Source: an optimization exercise on an open RTL-to-GDS flow (aim: small area). Production flows keep margins and buffers that such runs may drop. The RTL was checked by simulation tests, not by an equivalence proof against the original design. The clock port is modelled as an ideal driver; clocking choices that lean on that would not hold on a real chip. Power and IR drop assume default switching activity.

==> flow/design.v (excerpt) <==
module mfcc_dct(
    input         clk,
    input         rst,
    input  [15:0] in_data,
    input         in_valid,
    output        c0_valid,
    output [31:0] c0_data,
    output        c1_valid,
    output [31:0] c1_data,
    output        c2_valid,
    output [31:0] c2_data,
    output        c3_valid,
    output [31:0] c3_data,
    output        c4_valid,
    output [31:0] c4_data,
    output        c5_valid,
    output [31:0] c5_data,
    output        c6_valid,
    output [31:0] c6_data,
    output        c7_valid,
    output [31:0] c7_data,
    output        c8_valid,
    output [31:0] c8_data,
    output        c9_valid,
    output [31:0] c9_data,
    output        c10_valid,
    output [31:0] c10_data,
    output        c11_valid,
    output [31:0] c11_data,
    output        c12_valid,
    output [31:0] c12_data
    );
    reg [3:0] ph;
    always @(posedge clk) begin
        if (rst) ph <= 4'd0;
        else ph <= (ph == 4'd12) ? 4'd0 : ph + 4'd1;
    end
    wire [12:0] oh;          
    genvar gk;
    generate for (gk = 0; gk < 13; gk = gk + 1) begin : g_oh
        assign oh[gk] = (ph == gk);
    end endgenerate
    wire [12:0] oh1 = {oh[0], oh[12:1]};
    wire [12:0] oh2 = {oh1[0], oh1[12:1]};
  ...
Size: ~2,300 flip-flops, ~75,000 um^2 of cells after synthesis.
Settings: LEC_CHECK=0, ABC_AREA=1, CAP_MARGIN=20, CORE_MARGIN=2, CORE_UTILIZATION=65, CTS_BUF_LIST=sky130_fd_sc_hd__clkbuf_16, CTS_CLUSTER_DIAMETER=60, CTS_CLUSTER_SIZE=30, PLACE_DENSITY=0.75, SLEW_MARGIN=20; clock period 10.0 ns.
standard.sh (not shown) runs the stock make flow with config.mk's settings and CLKGATE_MAP_FILE= SYNTH_SCRIPT=/design/flow/synth_recipe.tcl, a recipe that flattens the netlist after the stock synthesis.
==> flow/flow/run.sh <==
#!/bin/bash
# Own flow: the standard layout (standard.sh: standard synthesis, floorplan, placement,
# CTS, routing) with two changes passed to ORFS through its own variables:
#  - the port buffers that buffer_ports inserts are sky130_fd_sc_hd__buf_1 (ORFS otherwise picks
#    clkdlybuf4s50_1, 10 um2 each); every port still gets its buffer;
#  - clock_tree_synthesis runs without dummy loads.
set -euo pipefail
cd "$(dirname "$0")/.."
export BUFFER_PORTS_ARGS="-buffer_cell sky130_fd_sc_hd__buf_1"
export CTS_ARGS="-sink_clustering_enable -repair_clock_nets -dont_use_dummy_load -buf_list sky130_fd_sc_hd__clkbuf_16 -sink_clustering_size 30 -sink_clustering_max_diameter 60"
bash standard.sh > standard_flow.log 2>&1
Rerun with:
--- a/flow/design.v
+++ b/flow/design.v
@@ -88,29 +88,29 @@
     reg [1:0]  wp, rp;
     wire [16:0] qhu = (rp == 2'd0) ? qu0 : (rp == 2'd1) ? qu1 : qu2;
     wire [16:0] qhv = (rp == 2'd0) ? qv0 : (rp == 2'd1) ? qv1 : qv2;
     reg        b1, b2;           
     reg [3:0]  k1, k2;           
     reg [16:0] u1, v1, u2, v2;
     reg [1:0]  j1, j2;           
     reg [3:0]  ocnt;             
     wire f1 = ~b1 | (k1 == 4'd12);
     wire f2 = ~b2 | (k2 == 4'd12);
-    wire       have = (qn != 2'd0);    
-    wire [16:0] hu = qhu;
-    wire [16:0] hv = qhv;
+    wire       have = (qn != 2'd0) | nv;
+    wire [16:0] hu = (qn != 2'd0) ? qhu : nu;
+    wire [16:0] hv = (qn != 2'd0) ? qhv : nvv;
     wire [2:0]  hj = dj;
     wire ld1 = have & f1 & hj[0];    
     wire ld2 = have & f2 & ~hj[0];   
     wire disp = ld1 | ld2;
-    wire deq = disp;
-    wire enq = nv;
+    wire deq = disp & (qn != 2'd0);
+    wire enq = nv & ~(disp & (qn == 2'd0));
     always @(posedge clk) begin
         if (rst) begin
             qn <= 2'd0;
             wp <= 2'd0;
             rp <= 2'd0;
             dj <= 3'd7;
             b1 <= 1'b0;
             b2 <= 1'b0;
             ocnt <= 4'd0;
         end else begin
Effect: The changed run ran to the end with no violations; setup slack is better by 0.027 ns; via count increases by about 1.5%; fmax stays flat; final area increases by about 0.5%; first-iteration DRC count increases by about 2.3%; die area increases by about 0.7%; clock power decreases by about 2%; total power decreases by about 40%; synthesized cell count increases by 0.56%.

port drivers added, routing unchanged:
How much do the figures lean on ideal ports? The routed layouts below were timed once more, with nothing changed but the port constraints. Step 1 (the two cells are an assumption about what drives the block):
set clk [get_ports {clk}]
set_driving_cell -lib_cell sky130_fd_sc_hd__clkbuf_16 $clk
set_driving_cell -lib_cell sky130_fd_sc_hd__buf_2 [delete_from_list [all_inputs] $clk]
Step 2, shift: input delay + t, output delay - t, t = (earliest + latest rising clock arrival at the registers) / 2. This alone moves slack from input paths to output paths. Three values: no drivers, after step 1, after step 2; two values: the first two.
| run | t (ns) | slack for setup (ns) | worst register clock-pin slew, ns | worst data-port slew with drivers (ns) |
|---|---|---|---|---|
| the first run | 0.749 | 0.681 / 0.681 / 0.466 | 0.11 / 0.11 | 0.05 |
| the second run | 0.765 | 0.707 / 0.707 / 0.081 | 0.11 / 0.11 | 0.12 |
After both steps every run listed still meets setup and hold. For the second run, which loses most, drivers alone change the setup slack by 0.000 ns; drivers and shift together by -0.626 ns.
